This is an optimization exercise on Yosys and OpenROAD, whose aim is small area, a short achievable clock period and few clock cycles per item, not a production implementation.
Only simulation tests tie the RTL to the original design; equivalence was not proved.

## flow/design.v (module list and top-level ports; edited modules follow where they fit)
// module accelerator: 1841 lines
module accelerator (
    input  logic clk, rst,
    input  logic signed [31:0] a0,
    input  logic signed [31:0] a1,
    input  logic signed [31:0] a2,
    input  logic signed [31:0] a3,
    input  logic signed [31:0] a4,
    input  logic signed [31:0] a5,
    input  logic signed [31:0] a6,
    input  logic signed [31:0] a7,
    input  logic signed [31:0] b0,
    input  logic signed [31:0] b1,
    input  logic signed [31:0] b2,
    input  logic signed [31:0] b3,
    input  logic signed [31:0] b4,
    input  logic signed [31:0] b5,
    input  logic signed [31:0] b6,
    input  logic signed [31:0] b7,
    input  logic start,
    output logic done,
    output logic signed [63:0] result
);
  // ...
==> flow/flow/run.sh <==
#!/bin/bash
set -euo pipefail
MARGIN=${MARGIN:-7.5}
R=orfs/results/sky130hd/accelerator/base
bash standard.sh synth > synth.log 2>&1
cp $R/1_2_yosys.v polfix_in.v
python3 flow/polfix.py polfix_in.v $R/1_2_yosys.v > polfix.log 2>&1
bash standard.sh synth > synth2.log 2>&1
bash standard.sh "BUFFER_PORTS_ARGS=-buffer_cell sky130_fd_sc_hd__buf_1" \
    SETUP_SLACK_MARGIN=$MARGIN finish > layout.log 2>&1
==> flow/flow/polfix.py <==
#!/usr/bin/env python3
"""Remove inverters between full adders in a flat Yosys netlist.

A full adder is self-dual: with all three inputs complemented it gives both
outputs complemented. Yosys's adder extraction leaves inverters between many
sky130 fa cells; this pass chooses, for each fa cell, whether it works on
complemented signals, so that as few inverters as possible are needed, and
rewires the netlist to match. Registers, ports and all other cells are left
as they are.

usage: polfix.py IN.v OUT.v
"""
import re
import sys
import random
from collections import defaultdict

OUT_PINS = {"X", "Y", "Q", "Q_N", "SUM", "COUT", "HI", "LO"}

src = open(sys.argv[1]).read()
mod_start = src.index("module ")
body_start = None
cell_re = re.compile(r"^  (sky130_fd_sc_hd__\w+) (\S+)\s+\((.*?)\n  \);\n", re.S | re.M)
pin_re = re.compile(r"\.(\w+)\(([^()]*)\)")

cells = []
first = None
last = None
for m in cell_re.finditer(src):
    if first is None:
        first = m.start()
    last = m.end()
    typ, name, body = m.group(1), m.group(2), m.group(3)
    pins = [(p, n.strip()) for p, n in pin_re.findall(body)]
    cells.append({"type": typ, "name": name, "pins": pins})
head = src[:first]
tail = src[last:]
# anything between cells other than whitespace would be lost: check
between = cell_re.sub("", src[first:last])
assert between.strip() == "", "unexpected text between cells"
assert tail.strip() == "endmodule", "unexpected text after cells"
assert "assign" not in tail and "assign" not in head.split(");", 1)[1], "assign statements present"

# output ports
outs = set()
for m in re.finditer(r"^\s*output\s+(\[(\d+):(\d+)\]\s+)?(\S+);", head, re.M):
    nm = m.group(4)
    if m.group(1):
        hi, lo = int(m.group(2)), int(m.group(3))
        for i in range(min(hi, lo), max(hi, lo) + 1):
            outs.add(f"{nm}[{i}]")
    else:
        outs.add(nm)

drv = {}
loads = defaultdict(list)  # net -> [(cell index, pin)]
for ci, c in enumerate(cells):
    for p, n in c["pins"]:
        if p in OUT_PINS:
            drv[n] = (ci, p)
        else:
            loads[n].append((ci, p))


def is_inv(ci):
    return cells[ci]["type"].startswith("sky130_fd_sc_hd__inv_")


def is_fa(ci):
    return cells[ci]["type"].startswith("sky130_fd_sc_hd__fa_")


# cells whose output can be complemented by a swap to another cell type:
# type -> (other type, its output pin, area change)
PAIRS = [("xor2_1", "X", "xnor2_1", "Y", 8.7584, 8.7584),
         ("nand2b_1", "Y", "and2b_1", "X", 6.256, 7.5072),
         ("nor2b_1", "Y", "or2b_1", "X", 6.256, 7.5072),
         ("nand2_1", "Y", "and2_1", "X", 3.7536, 6.256),
         ("nor2_1", "Y", "or2_1", "X", 3.7536, 6.256),
         ("a21oi_1", "Y", "a21o_1", "X", 5.0048, 7.5072),
         ("o21ai_0", "Y", "o21a_1", "X", 5.0048, 7.5072),
         ("a22oi_1", "Y", "a22o_1", "X", 7.5072, 8.7584),
         ("nand3_1", "Y", "and3_1", "X", 5.0048, 6.256),
         ("clkbuf_1", "X", "clkinv_1", "Y", 3.7536, 3.7536)]
XSWAP = {}
for t1, p1, t2, p2, a1, a2 in PAIRS:
    XSWAP["sky130_fd_sc_hd__" + t1] = ("sky130_fd_sc_hd__" + t2, p1, p2, a2 - a1)
    XSWAP["sky130_fd_sc_hd__" + t2] = ("sky130_fd_sc_hd__" + t1, p2, p1, a1 - a2)
INV_AREA = 3.7536


def is_xs(ci):
    return cells[ci]["type"] in XSWAP


def pin(ci, p):
    for q, n in cells[ci]["pins"]:
        if q == p:
            return n
    raise KeyError(p)


# roots: nets not driven by an inverter; chains of inverters hang off them
uses = defaultdict(list)     # root -> [(ci, pin, parity)]
chain_invs = defaultdict(list)
fixed = set()


def walk(root, net, par):
    if net in outs:
        fixed.add(root)
    for ci, p in loads[net]:
        if is_inv(ci):
            chain_invs[root].append(ci)
            walk(root, pin(ci, "Y"), par ^ 1)
        else:
            uses[root].append((ci, p, par))


roots = [n for n in set(list(drv) + list(loads)) if not (n in drv and is_inv(drv[n][0]))]
for r in roots:
    walk(r, r, 0)

# the roots this pass rewires: those touching an fa cell, not feeding a port
fa_cells = [ci for ci in range(len(cells)) if is_fa(ci)]
touch = set()
for r in roots:
    if r in fixed:
        continue
    d = drv.get(r)
    if (d and (is_fa(d[0]) or is_xs(d[0]))) or any(is_fa(ci) for ci, _, _ in uses[r]) or chain_invs[r]:
        touch.add(r)
frozen = set()
for r in roots:
    if r in fixed:
        d = drv.get(r)
        if d and is_fa(d[0]):
            frozen.add(d[0])
        for ci, _, _ in uses[r]:
            if is_fa(ci):
                frozen.add(ci)
# an inverter chain may also feed fa pins of a root that we touch; all good.

x = defaultdict(int)
fa_roots = defaultdict(set)
for r in touch:
    d = drv.get(r)
    if d and (is_fa(d[0]) or is_xs(d[0])):
        fa_roots[d[0]].add(r)
    for ci, _, _ in uses[r]:
        if is_fa(ci):
            fa_roots[ci].add(r)


def cost(r):
    d = drv.get(r)
    pol = x[d[0]] if d and (is_fa(d[0]) or is_xs(d[0])) else 0
    c0 = XSWAP[cells[d[0]]["type"]][3] if pol and d and is_xs(d[0]) else 0.0
    for ci, p, par in uses[r]:
        need = par ^ pol ^ (x[ci] if is_fa(ci) else 0)
        if need:
            return INV_AREA + c0
    return c0


before = sum(len(set(chain_invs[r])) for r in touch)
total = sum(cost(r) for r in touch)
rng = random.Random(1)
def outnet(ci):
    for q, n in cells[ci]["pins"]:
        if q in OUT_PINS:
            return n


xs_cells = [ci for ci in range(len(cells)) if is_xs(ci) and outnet(ci) in touch
            and drv.get(outnet(ci), (None,))[0] == ci]
order = [f for f in fa_cells if f not in frozen] + xs_cells
import math
best = dict(x)
best_total = total
T = 2.0
steps = 1500000
for it in range(steps):
    T = 8.0 * (1 - it / steps) + 0.04
    f = order[rng.randrange(len(order))]
    rs = fa_roots[f]
    old = sum(cost(r) for r in rs)
    x[f] ^= 1
    new = sum(cost(r) for r in rs)
    dlt = new - old
    if dlt <= 0 or rng.random() < math.exp(-dlt / T):
        total += dlt
        if total < best_total:
            best_total = total
            best = dict(x)
    else:
        x[f] ^= 1
x = defaultdict(int, best)
total = best_total

# rewrite
dead = set()
for r in touch:
    dead.update(chain_invs[r])
newcells = []
newnets = []
k = 0
for r in sorted(touch):
    d = drv.get(r)
    pol = x[d[0]] if d and (is_fa(d[0]) or is_xs(d[0])) else 0
    if d and is_xs(d[0]) and pol:
        nt, po, pn, _ = XSWAP[cells[d[0]]["type"]]
        cells[d[0]]["type"] = nt
        cells[d[0]]["pins"] = [(pn if q == po else q, n) for q, n in cells[d[0]]["pins"]]
    inv_net = None
    for ci, p, par in uses[r]:
        need = par ^ pol ^ (x[ci] if is_fa(ci) else 0)
        net = r
        if need:
            if inv_net is None:
                k += 1
                inv_net = f"_polfix_n{k}_"
                newnets.append(inv_net)
                newcells.append({"type": "sky130_fd_sc_hd__inv_1", "name": f"_polfix_i{k}_",
                                 "pins": [("A", r), ("Y", inv_net)]})
            net = inv_net
        c = cells[ci]
        c["pins"] = [(q, net if q == p else n) for q, n in c["pins"]]
        # a cell may use the same root on two pins with different needs;
        # replace one pin at a time
for ci in sorted(dead):
    pass

out = [head]
for nn in newnets:
    out.append(f"  wire {nn};\n")
for ci, c in enumerate(cells + newcells):
    if ci < len(cells) and ci in dead:
        continue
    pins = ",\n".join(f"    .{p}({n + ' ' if n.startswith(chr(92)) else n})" for p, n in c["pins"])
    out.append(f"  {c['type']} {c['name']}{' ' if c['name'].startswith(chr(92)) else ''} (\n{pins}\n  );\n")
out.append(tail)
open(sys.argv[2], "w").write("".join(out))
flipped = sum(1 for f in fa_cells if x[f])
nsw = sum(1 for f in xs_cells if x[f])
print(f"polfix: cost (inverter + swap area) {before * INV_AREA:.1f} -> {total:.1f} um2", file=sys.stderr)
print(f"polfix: {len(fa_cells)} fa cells, {flipped} flipped, {nsw} cells swapped, {len(frozen)} frozen; "
      f"inverters on touched nets {before} -> {k}", file=sys.stderr)
==> flow/standard.sh <==
#!/bin/bash
# synth_recipe.tcl (not shown) runs the flow's synth.tcl, then flattens the netlist and writes it again
# the make line also repeats each setting of config.mk as NAME=value (left out here)
make -C /OpenROAD-flow-scripts/flow DESIGN_CONFIG=/design/flow/config.mk WORK_HOME=/design/flow/orfs CLKGATE_MAP_FILE= SYNTH_SCRIPT=/design/flow/synth_recipe.tcl "${@:-finish}"
==> flow/config.mk <==
export PLATFORM = sky130hd
export DESIGN_NAME = accelerator
export DESIGN_NICKNAME = accelerator
export VERILOG_FILES = /design/flow/design.v
export SDC_FILE = /design/flow/constraint.sdc
export NUM_CORES = 4
export LEC_CHECK = 0
export CAP_MARGIN = 20
export CORE_MARGIN = 2
export CORE_UTILIZATION = 40
export SLEW_MARGIN = 20
==> flow/constraint.sdc <==
create_clock -name core_clock -period 12.0 [get_ports {clk}]
set_input_delay 2.4000 -clock core_clock [delete_from_list [all_inputs] [get_ports {clk}]]
set_output_delay 2.4000 -clock core_clock [all_outputs]
set_load 0.01 [all_outputs]
==> results.txt, run 1 <==
run status timing/DRC/antenna clean; WP depth 9; setup bufs post-CTS 4; final period utilization 0.3722; min setup slack post-route 7.533 ns; Tightest Pin Transition 0.9983 ns; net count reported at finish 4690; CTS buffer count 38; Hold Path Depth 0; Met3 Routed Length 17.04 mm; Top Metal Used met5; commonest non-fill, non-tap cell in the layout buf_1; gr ovfl total 0; setup repair after global routing missed its margin true; Clock Latency Late Sink 0.60 ns; final hold violation count 0; grt met3 use 0.08822; max cap viols 0; placed cell area 35980 µm²; routed len/inst 31.94 µm; Post-Syn Area 33200 µm²; DP Worst Slack 7.150 ns; WHS 0.3976 ns; cells on worst reg2reg path 9; Global Route Usage Sum 0.3421; vias per cell 6.353; reg-to-reg slack, setup 7.53 ns; Seq area share 0.1586; Signal buffers 660; CP Data Arrival Time 4.90 ns
Testbench counts, summed over its fixed seeds: cycles 10,552, items 960.
==> run 2, diff against run 1 <==
--- a/flow/flow/run.sh
+++ b/flow/flow/run.sh
@@ -2,3 +2,3 @@
 set -euo pipefail
-MARGIN=${MARGIN:-7.5}
+MARGIN=${MARGIN:-7.9}
 R=orfs/results/sky130hd/accelerator/base
==> results.txt, run 2 <==
most frequent cells in the layout buf_1, fa_1, o22ai_1; first-pass GRT wire length 234.9 mm; row count 105; CTS Sinks 287; I/O pins 580; hpwl dp 105.3 mm; Avg Inst Size Synth 10.39 µm²; gpl congestion 1.009; Clock Latency Late Sink 0.62 ns (+0.02 ns); drt pass-1 iters 9; setup repair after global routing missed its margin true; Post-Syn Area 33200 µm² (unchanged); CP max stage cell fa_2; Worst Path Required 12.44 ns; largest net degree at the start of global routing 75; min setup slack post-route 7.851 ns (+0.3179 ns); run status timing/DRC/antenna clean; Hold-fix buffers, CTS 0; routed len/inst 34.71 µm (+8.7%); syn_nets 4344; Tightest Pin Transition 0.8902 ns (-0.1081 ns); Crit path max-delay family adder cells; final hold violation count 0 (unchanged); Critical Path Max Stage Delay 0.64 ns; Final setup viols 0; CTS Buffer Depth 3; Global Route Usage Sum 0.3841 (+0.04208); worst rel slew slack 0.4065; CTS tree built; Worst Path Buf+Inv 1; Post-Syn Instances 3196; net count reported at finish 4898 (+4.4%); vias 31.63k; biggest regs R: 64 flops, S: 64 flops, C: 63 flops; vias per cell 6.507 (+2.4%); final critical-path required period 4.149 ns; clk slew on worst S/H paths 0.06 ns; DR iter-0 viols 4386; drt total wl 168.7 mm; Setup CP Type reg -> reg; crit start category register; Area growth syn-to-layout 26.47%; Core Region 82110 µm²; Worst Path Max Fanout 6; H-tree Lvls 2; CTS buffer count 39 (+2.6%); vias in the first global route 32.43k; Syn. warnings 1; crit path cell chain buf_4 -> o22ai_2 -> xor2_4 -> fa_2 -> fa_2 -> fa_1 -> fa_2 -> fa_1 -> fa_1; Core Util, Final 0.5114; WHS 0.3980 ns (+0.0003700 ns); number of port buffers 579; initial antenna violation count 23; die height 292.1 µm; Setup crit end kind register; FMAX 241.0 MHz; Final Slew Violations 0; commonest non-fill, non-tap cell in the layout buf_1; Root Buffer clkbuf_16; Max Clock Skew 0.06312 ns; Die Wd 292.1 µm; Die ar. 85330 µm²; gr ovfl total 0 (unchanged); final period utilization 0.3457 (-0.02649); max cap viols 0 (unchanged); Initial Util 0.4044; CP Data Arrival Time 4.59 ns (-0.31 ns); DP Worst Slack 6.877 ns (-0.2734 ns); Setup TNS 0 ns; DRC Markers 0; Antenna Violating Nets Remaining 0; class of the worst hold path reg -> reg; share of layout cells above drive strength 1 0.1668
-- run 2: stage by stage --
step / cell area, µm² / std cells
detailed placement: 35920 / 4554
finish: 41990 / 4860
global route: 41980 / 4853
floorplan: 33300 / 3196
CTS: 40460 / 4761
global placement: 35920 / 4554
-- run 2: final timing paths --
kind,endpoint,cells past startpoint,startpoint,slack (ns)
min,R[0],0,S[0],0.40
max,C[32],9,opAn[27],7.85
max in group asynchronous,first,2,rst,9.68
min in group asynchronous,fin,2,rst,1.84
max reg2reg,C[32],9,opAn[27],7.85
min reg2reg,R[0],0,S[0],0.40
-- run 2: metal layers --
layer / track usage / up-vias / wire, µm
li1: - / 12370 / -
met1: 0.4566 / 15400 / 57630
met2: 0.5691 / 2860 / 70120
met3: 0.1576 / 974 / 24600
met4: 0.2566 / 20 / 16160
met5: 0.005105 / - / 174
-- run 2: what timing repair did --
action	CTS	global route
cloned	15	11
resized for setup	258	129
setup buffers	123	76
endpoints found under the setup margin	106	79
pin swaps	49	125
-- run 2: cell type report --
class | count | area (µm²)
antenna | 12 | 30.03
fill | 7366 | 40120
inverter | 83 | 331.6
clock inverter | 20 | 272.8
timing repair buffer | 866 | 6425
multi-input combinational | 2473 | 26470
tap | 1070 | 1339
sequential | 287 | 6060
clock buffer | 49 | 1064
==> run 3, diff against run 2 <==
--- a/flow/flow/run.sh
+++ b/flow/flow/run.sh
@@ -2,3 +2,3 @@
 set -euo pipefail
-MARGIN=${MARGIN:-7.9}
+MARGIN=${MARGIN:-7.7}
 R=orfs/results/sky130hd/accelerator/base
==> results.txt, run 3 <==
Global Route Usage Sum 0.3482 (-0.03593); commonest non-fill, non-tap cell in the layout buf_1; CTS Buffer Depth 3 (unchanged); DR iter-0 viols 3805 (-13%); most frequent cells in the layout buf_1, fa_1, o22ai_1; Setup TNS 0 ns (unchanged); crit start category register; register area 5998 µm² (-1.0%); share of layout cells above drive strength 1 0.08850 (-0.07825); CTS Sinks 287 (unchanged); largest net degree at the start of global routing 67 (-11%); final critical-path required period 4.264 ns (+0.1153 ns); Post-Syn Instances 3196 (unchanged); Post-Syn Area 33200 µm² (unchanged); vias in the first global route 30.12k (-7.1%); biggest regs R: 64 flops, S: 64 flops, C: 63 flops; class of the worst hold path reg -> reg; Hold Path Depth 0 (unchanged); Syn. warnings 1 (unchanged); DP Worst Slack 7.045 ns (+0.1681 ns); Avg Inst Size Synth 10.39 µm² (unchanged); gpl congestion 0.9845 (-2.4%); gr ovfl total 0 (unchanged); row count 105 (unchanged); final period utilization 0.3553 (+0.009604); Setup CP Type reg -> reg; max cap viols 0 (unchanged); r2r endpoint C[37]; fillers 7651 (+3.9%); first-pass GRT wire length 215.7 mm (-8.2%); Final Non-Filler Cells 4708 (-3.1%); initial antenna violation count 20 (-13%); worst hold endpoint R[0]; worst rel slew slack 0.4261 (+0.01955); I/O pins 580 (unchanged); Final setup viols 0 (unchanged); multi-input logic area 25820 µm² (-2.5%); H-tree Lvls 2 (unchanged); Setup crit end kind register; Initial Util 0.4044 (unchanged); Final Slew Violations 0 (unchanged); hpwl dp 106.2 mm (+0.91%); reg-to-reg slack, setup 7.74 ns (-0.12 ns); syn_nets 4344 (unchanged); routed len/inst 33.62 µm (-3.1%); clk slew on worst S/H paths 0.06 ns (about the same); worst setup path startpoint twon[8]; Antenna Violating Nets Remaining 0 (unchanged); setup repair after global routing missed its margin true; Worst Hold Launch S[0]; drt total wl 158.3 mm (-6.2%); Die Wd 292.1 µm (unchanged); Clock Latency Late Sink 0.58 ns (-0.04 ns); Worst Path Max Fanout 17 (+11); Worst Path Required 12.46 ns (+0.02 ns); DRC Markers 0 (unchanged); drt pass-1 iters 7 (-2); CTS tree built; CP Data Arrival Time 4.72 ns (+0.13 ns); R2R Path Start twon[8]; FMAX 234.5 MHz (-2.7%); Placed Cells 4555 (+0.022%); Die ar. 85330 µm² (unchanged); cells on worst reg2reg path 8 (-1); Root Buffer clkbuf_16; run status timing/DRC/antenna clean; Area growth syn-to-layout 17.71%; number of port buffers 579 (unchanged); Core Region 82110 µm² (unchanged); WHS 0.4217 ns (+0.02366 ns); Tightest Pin Transition 0.8609 ns (-0.02933 ns); final hold violation count 0 (unchanged); vias 30.01k (-5.1%); Max Clock Skew 0.02017 ns (-0.04295 ns); CTS buffer count 37 (-5.1%); net count reported at finish 4746 (-3.1%); vias per cell 6.375 (-2.0%); min setup slack post-route 7.736 ns (-0.1153 ns); die height 292.1 µm (unchanged)
run 3: timing repair:
item | in CTS | in global routing
pin swaps | 3 | 12
hold buffers | 0 | 0
setup endpoints to repair | 59 | 57
buffers inserted | 14 | 58
gates cloned | 1 | 1
resized for setup | 74 | 96
run 3: final cells by class:
type	count	share of cell area
antenna	11	0.0007043
clock buffer	51	0.02759
clock inverter	17	0.005570
inverter	83	0.008387
multi-input combinational	2472	0.6606
sequential	287	0.1535
tap	1070	0.03425
timing repair buffer	717	0.1094
run 3: worst max-delay path, stage by stage, from the launching register on:
cell and delay [ns]:
dfxtp_4 0.64, o22ai_1 0.19, xor2_1 0.33, fa_1 0.47, fa_1 0.51, fa_1 0.52, fa_1 0.48, fa_1 0.53
fa_1 0.47
run 3: stage by stage:
stage | util | instance area, µm²
floorplan | - | 33210
global placement | 0.4375 | 35930
detailed placement | 0.4375 | 35930
CTS | 0.4585 | 37650
global route | 0.4758 | 39070
finish | 0.4760 | 39090
run 3: per-layer routing:
metal  global-route usage  up-vias  part of all wire
li1                     -    12050                 -
met1               0.4382    14780              0.35
met2               0.5429     2477              0.43
met3              0.08411      697              0.12
met4               0.2095       10             0.091
met5                    0        -           0.00060
run 3: how the worst max path moves through the flow:
stage / to / slack, ns / depth (start not counted)
5_1_grt: R[53] / 7.64 / 19
3_3_place_gp: twon[6] / 7.08 / 10
3_5_place_dp: twon[6] / 7.05 / 10
4_1_cts: C[37] / 7.67 / 9
6_report: C[37] / 7.74 / 8
2_1_floorplan: C[30] / 7.70 / 10
==> run 4, diff against run 3 <==
--- a/flow/flow/run.sh
+++ b/flow/flow/run.sh
@@ -9,2 +9,3 @@
 bash standard.sh "BUFFER_PORTS_ARGS=-buffer_cell sky130_fd_sc_hd__buf_1" \
+    "CTS_BUF_LIST=sky130_fd_sc_hd__clkbuf_8" \
     SETUP_SLACK_MARGIN=$MARGIN finish > layout.log 2>&1
==> results.txt, run 4 <==
Worst Path Buf+Inv 1 (+1); Crit path max-delay family adder cells; Antenna Violating Nets Remaining 0 (unchanged); H-tree Lvls 2 (unchanged); Post-Syn Area 33200 µm² (unchanged); Root Buffer clkbuf_8; drt total wl 159.3 mm (+0.67%); largest net degree at the start of global routing 67 (unchanged); Max Clock Skew 0.04775 ns (+0.02758 ns); Worst Path Max Fanout 17 (unchanged); Area growth syn-to-layout 18.32%; CTS Buffer Depth 3 (unchanged); Worst Path Required 12.52 ns (+0.06 ns); Die Wd 292.1 µm (unchanged); Core Util, Final 0.4785 (+0.002483); CTS buffer count 54 (+46%); routed len/inst 33.49 µm (-0.37%); I/O pins 580 (unchanged); vias per cell 6.364 (-0.18%); Final Slew Violations 0 (unchanged); final period utilization 0.3530 (-0.002320); Setup CP Type reg -> reg; class of the worst hold path reg -> reg; cell repeated most along the worst path fa_1; CP Data Arrival Time 4.76 ns (+0.04 ns); max cap viols 0 (unchanged); Initial Util 0.4044 (unchanged); syn_nets 4344 (unchanged); drt pass-1 iters 9 (+2); biggest regs R: 64 flops, S: 64 flops, C: 63 flops; run status timing/DRC/antenna clean; gpl congestion 0.9845 (unchanged); final hold violation count 0 (unchanged); CTS Sinks 287 (unchanged); initial antenna violation count 19 (-5.0%); clk slew on worst S/H paths 0.06 ns (about the same); DR iter-0 viols 3878 (+1.9%); row count 105 (unchanged); vias 30.27k (+0.86%); CTS tree built; Global Route Usage Sum 0.3537 (+0.005537); commonest non-fill, non-tap cell in the layout buf_1; Final setup viols 0 (unchanged); first-pass GRT wire length 218.8 mm (+1.4%); setup repair after global routing missed its margin true; crit path cell chain buf_16 -> o22ai_1 -> xnor2_1 -> fa_1 -> fa_1 -> fa_1 -> fa_1 -> fa_1 -> fa_1; final critical-path required period 4.236 ns (-0.02784 ns); Post-Syn Instances 3196 (unchanged); FMAX 236.1 MHz (+0.66%); Critical Path Max Stage Delay 0.58 ns (-0.06 ns); net count reported at finish 4784 (+0.80%); number of port buffers 579 (unchanged); Avg Inst Size Synth 10.39 µm² (unchanged); Setup TNS 0 ns (unchanged); Die ar. 85330 µm² (unchanged); Clock Latency Late Sink 0.68 ns (+0.10 ns); crit start category register; Setup crit end kind register; gr ovfl total 0 (unchanged); hpwl dp 106.2 mm (unchanged); vias in the first global route 30.66k (+1.8%); CP max stage cell fa_1; most frequent cells in the layout buf_1, fa_1, o22ai_1; Core Region 82110 µm² (unchanged); DRC Markers 0 (unchanged); Tightest Pin Transition 0.8722 ns (+0.01129 ns); die height 292.1 µm (unchanged); share of layout cells above drive strength 1 0.09761 (+0.009105); Syn. warnings 1 (unchanged); worst rel slew slack 0.4186 (-0.007524)
-- run 4: cell count changes in the layout (fill, tap and decap cells not counted), sizes merged --
cell | before | now
inv | 82 | 99
bufinv | 4 | 1
diode | 11 | 9
buf | 708 | 731
clkbuf | 59 | 75
clkinvlp | 4 | 5
clkinv | 10 | 7
-- run 4: path summary, 6_finish.rpt --
path                       startpoint  endpoint  slack (ns)  cells past startpoint
max reg2reg                  twon[12]     C[27]        7.76                      9
max in group asynchronous         rst     first        9.76                      2
min reg2reg                      S[0]      R[0]        0.41                      0
min                              S[0]      R[0]        0.41                      0
min in group asynchronous         rst       fin        1.78                      2
max                          twon[12]     C[27]        7.76                      9
-- run 4: layer usage --
layer / wire (µm) / vias to the layer above / track usage
met4: 14660 / 8 / 0.2279
li1: - / 12140 / -
met3: 19860 / 706 / 0.09484
met1: 56440 / 14930 / 0.4365
met5: 187 / - / 0
met2: 68180 / 2488 / 0.5476
-- run 4: layout make-up --
class	instances	area (µm²)
antenna	9	22.52
clock buffer	69	949.7
clock inverter	29	162.7
fill	7678	42820
inverter	83	327.8
multi-input combinational	2472	25820
sequential	287	6002
tap	1070	1339
timing repair buffer	738	4666
-- run 4: timing repair --
item,in CTS,in global routing
setup buffers,23,69
gates cloned,1,2
resized for setup,92,100
hold buffers,0,0
setup endpoints to repair,57,52
pin swaps,4,16
-- run 4: through the flow --
stage / worst slack [ns] / area (µm²) / hold WS, ns / instances
detailed placement: 7.045 / 35930 / 0.4118 / 4555
global placement: 7.078 / 35930 / 0.4202 / 4555
finish: 7.764 / 39290 / 0.4133 / 4757
floorplan: 7.702 / 33210 / 0.3318 / 3196
global route: 7.645 / 39280 / 0.4293 / 4755
CTS: 7.689 / 37770 / 0.4287 / 4677
==> run 5, diff against run 4 <==
--- a/flow/flow/run.sh
+++ b/flow/flow/run.sh
@@ -9,3 +9,2 @@
 bash standard.sh "BUFFER_PORTS_ARGS=-buffer_cell sky130_fd_sc_hd__buf_1" \
-    "CTS_BUF_LIST=sky130_fd_sc_hd__clkbuf_8" \
-    SETUP_SLACK_MARGIN=$MARGIN finish > layout.log 2>&1
+    MATCH_CELL_FOOTPRINT=0 SETUP_SLACK_MARGIN=$MARGIN finish > layout.log 2>&1
==> results.txt, run 5 <==
DRC Markers 0 (unchanged); Antenna Violating Nets Remaining 0 (unchanged); final hold violation count 0 (unchanged); net count reported at finish 4781 (-0.063%); Post-Syn Instances 3196 (unchanged); R2R Path Start onen[12]; CTS Sinks 287 (unchanged); routed len/inst 33.56 µm (+0.20%); worst setup path startpoint onen[12]; Hold-fix buffers, CTS 0 (unchanged); run status timing/DRC/antenna clean; gpl congestion 1.024 (+4.0%); first-pass GRT wire length 221.5 mm (+1.2%); Worst Path Max Fanout 18 (+1); vias 30.33k (+0.20%); FMAX 232.4 MHz (-1.5%); initial antenna violation count 18 (-1); Core Util, Final 0.4825 (+0.004008); I/O pins 580 (unchanged); largest net degree at the start of global routing 74 (+10%); vias in the first global route 31.13k (+1.5%); Setup TNS 0 ns (unchanged); Setup CP Type reg -> reg; drt pass-1 iters 8 (-1); biggest regs R: 64 flops, S: 64 flops, C: 63 flops; Final setup viols 0 (unchanged); commonest non-fill, non-tap cell in the layout buf_1; Post-Syn Area 33200 µm² (unchanged); vias per cell 6.389 (+0.39%); number of port buffers 579 (unchanged); drt total wl 159.3 mm (about the same); row count 105 (unchanged); Root Buffer clkbuf_16; setup repair after global routing missed its margin true; syn_nets 4344 (unchanged); share of layout cells above drive strength 1 0.09907 (+0.001465); Initial Util 0.4044 (unchanged); CTS tree built; Area growth syn-to-layout 19.32%; Worst Hold Launch S[0]; die height 292.1 µm (unchanged); gr ovfl total 0 (unchanged); Clock Latency Late Sink 0.60 ns (-0.08 ns); Syn. warnings 1 (unchanged); Setup crit end kind register; clk slew on worst S/H paths 0.06 ns (about the same); Avg Inst Size Synth 10.39 µm² (unchanged); Core Region 82110 µm² (unchanged); most frequent cells in the layout buf_1, fa_1, o22ai_1; Tightest Pin Transition 0.8005 ns (-0.07163 ns); CTS buffer count 40 (-26%); final period utilization 0.3585 (+0.005525); Max Clock Skew 0.03253 ns (-0.01523 ns); CTS Buffer Depth 3 (unchanged); final critical-path required period 4.302 ns (+0.06630 ns); DR iter-0 viols 4067 (+4.9%); worst rel slew slack 0.4663 (+0.04775); Die Wd 292.1 µm (unchanged); class of the worst hold path reg -> reg; hpwl dp 104.2 mm (-1.9%); crit start category register; H-tree Lvls 2 (unchanged); Final Slew Violations 0 (unchanged); CP Data Arrival Time 4.75 ns (about the same); max cap viols 0 (unchanged); Global Route Usage Sum 0.3582 (+0.004441); Die ar. 85330 µm² (unchanged); Worst Path Required 12.45 ns (-0.07 ns)
-- run 5: final timing paths --
check | end | slack [ns] | depth (start not counted)
max | C[30] | 7.70 | 9
max in group asynchronous | first | 9.71 | 2
min in group asynchronous | first | 1.85 | 2
min | R[0] | 0.40 | 0
max reg2reg | C[30] | 7.70 | 9
min reg2reg | R[0] | 0.40 | 0
-- run 5: what timing repair did --
action / in CTS / in global routing
cloned: 2 / 3
pin swaps: 6 / 5
endpoints found under the setup margin: 73 / 63
buffers inserted: 30 / 79
resized for setup: 90 / 89
-- run 5: metrics by stage --
step / setup WS, ns / instances / hold slack (ns) / instance area, µm²
5_1_grt: 7.645 / 4743 / 0.4115 / 39610
3_3_place_gp: 6.891 / 4547 / 0.4027 / 35870
3_5_place_dp: 6.878 / 4547 / 0.3914 / 35870
2_1_floorplan: 7.721 / 3196 / 0.3318 / 33210
4_1_cts: 7.674 / 4652 / 0.4119 / 37980
6_report: 7.698 / 4748 / 0.3980 / 39620
-- run 5: final cells by class --
class / count / area [µm²]
flip-flops and latches: 287 / 6025
repair buffers: 747 / 4702
clock inverters: 20 / 197.7
fillers: 7599 / 42490
diodes: 14 / 35.03
multi-input cells: 2474 / 25870
inverters: 83 / 321.6
well taps: 1070 / 1339
clock buffers: 53 / 1131
-- run 5: worst max-delay path, cell delays in order (launching register included) --
cell     delay (ns)
dfxtp_4        0.60
buf_16         0.23
o22ai_1        0.12
xnor2_1        0.21
fa_1           0.49
fa_1           0.51
fa_1           0.54
fa_1           0.47
fa_1           0.51
fa_1           0.47
-- run 5: metal layers --
| metal | part of all wire | vias up | wire (µm) | GRT usage |
|---|---|---|---|---|
| li1 | - | 12120 | - | - |
| met3 | 0.14 | 792 | 22230 | 0.1346 |
| met5 | 0.00035 | - | 55 | 0.005105 |
| met2 | 0.41 | 2565 | 65400 | 0.5267 |
| met4 | 0.098 | 4 | 15580 | 0.2389 |
| met1 | 0.35 | 14860 | 56080 | 0.4372 |

what the ideal ports hide:
In the flow no input, the clock included, has a driving cell. The finished layouts below were timed again as built, in two steps.
Step 1: set_driving_cell puts a clkbuf_16 on clk and a buf_2 on each other input, an assumption about the parent block.
Step 2, shift: input delay + t, output delay - t, t = (earliest + latest rising clock arrival at the registers) / 2. This alone moves slack from input paths to output paths.
Slacks: ideal / step 1 / step 2; pairs: ideal / step 1.
run	shift t [ns]	setup slack, ns	hold slack, ns
run 1	0.645	7.533 / 7.533 / 6.981	0.398 / 0.398 / 0.398
run 2	0.661	7.851 / 7.851 / 7.324	0.398 / 0.398 / 0.398
run 3	0.645	7.736 / 7.736 / 7.263	0.422 / 0.422 / 0.422
run 4	0.727	7.764 / 7.764 / 7.105	0.413 / 0.413 / 0.413
run 5	0.652	7.698 / 7.698 / 7.167	0.398 / 0.398 / 0.398
After both steps every run listed still meets setup and hold. The setup slack of run 4, which loses most, moves by 0.000 ns with the drivers and by -0.659 ns with both steps.
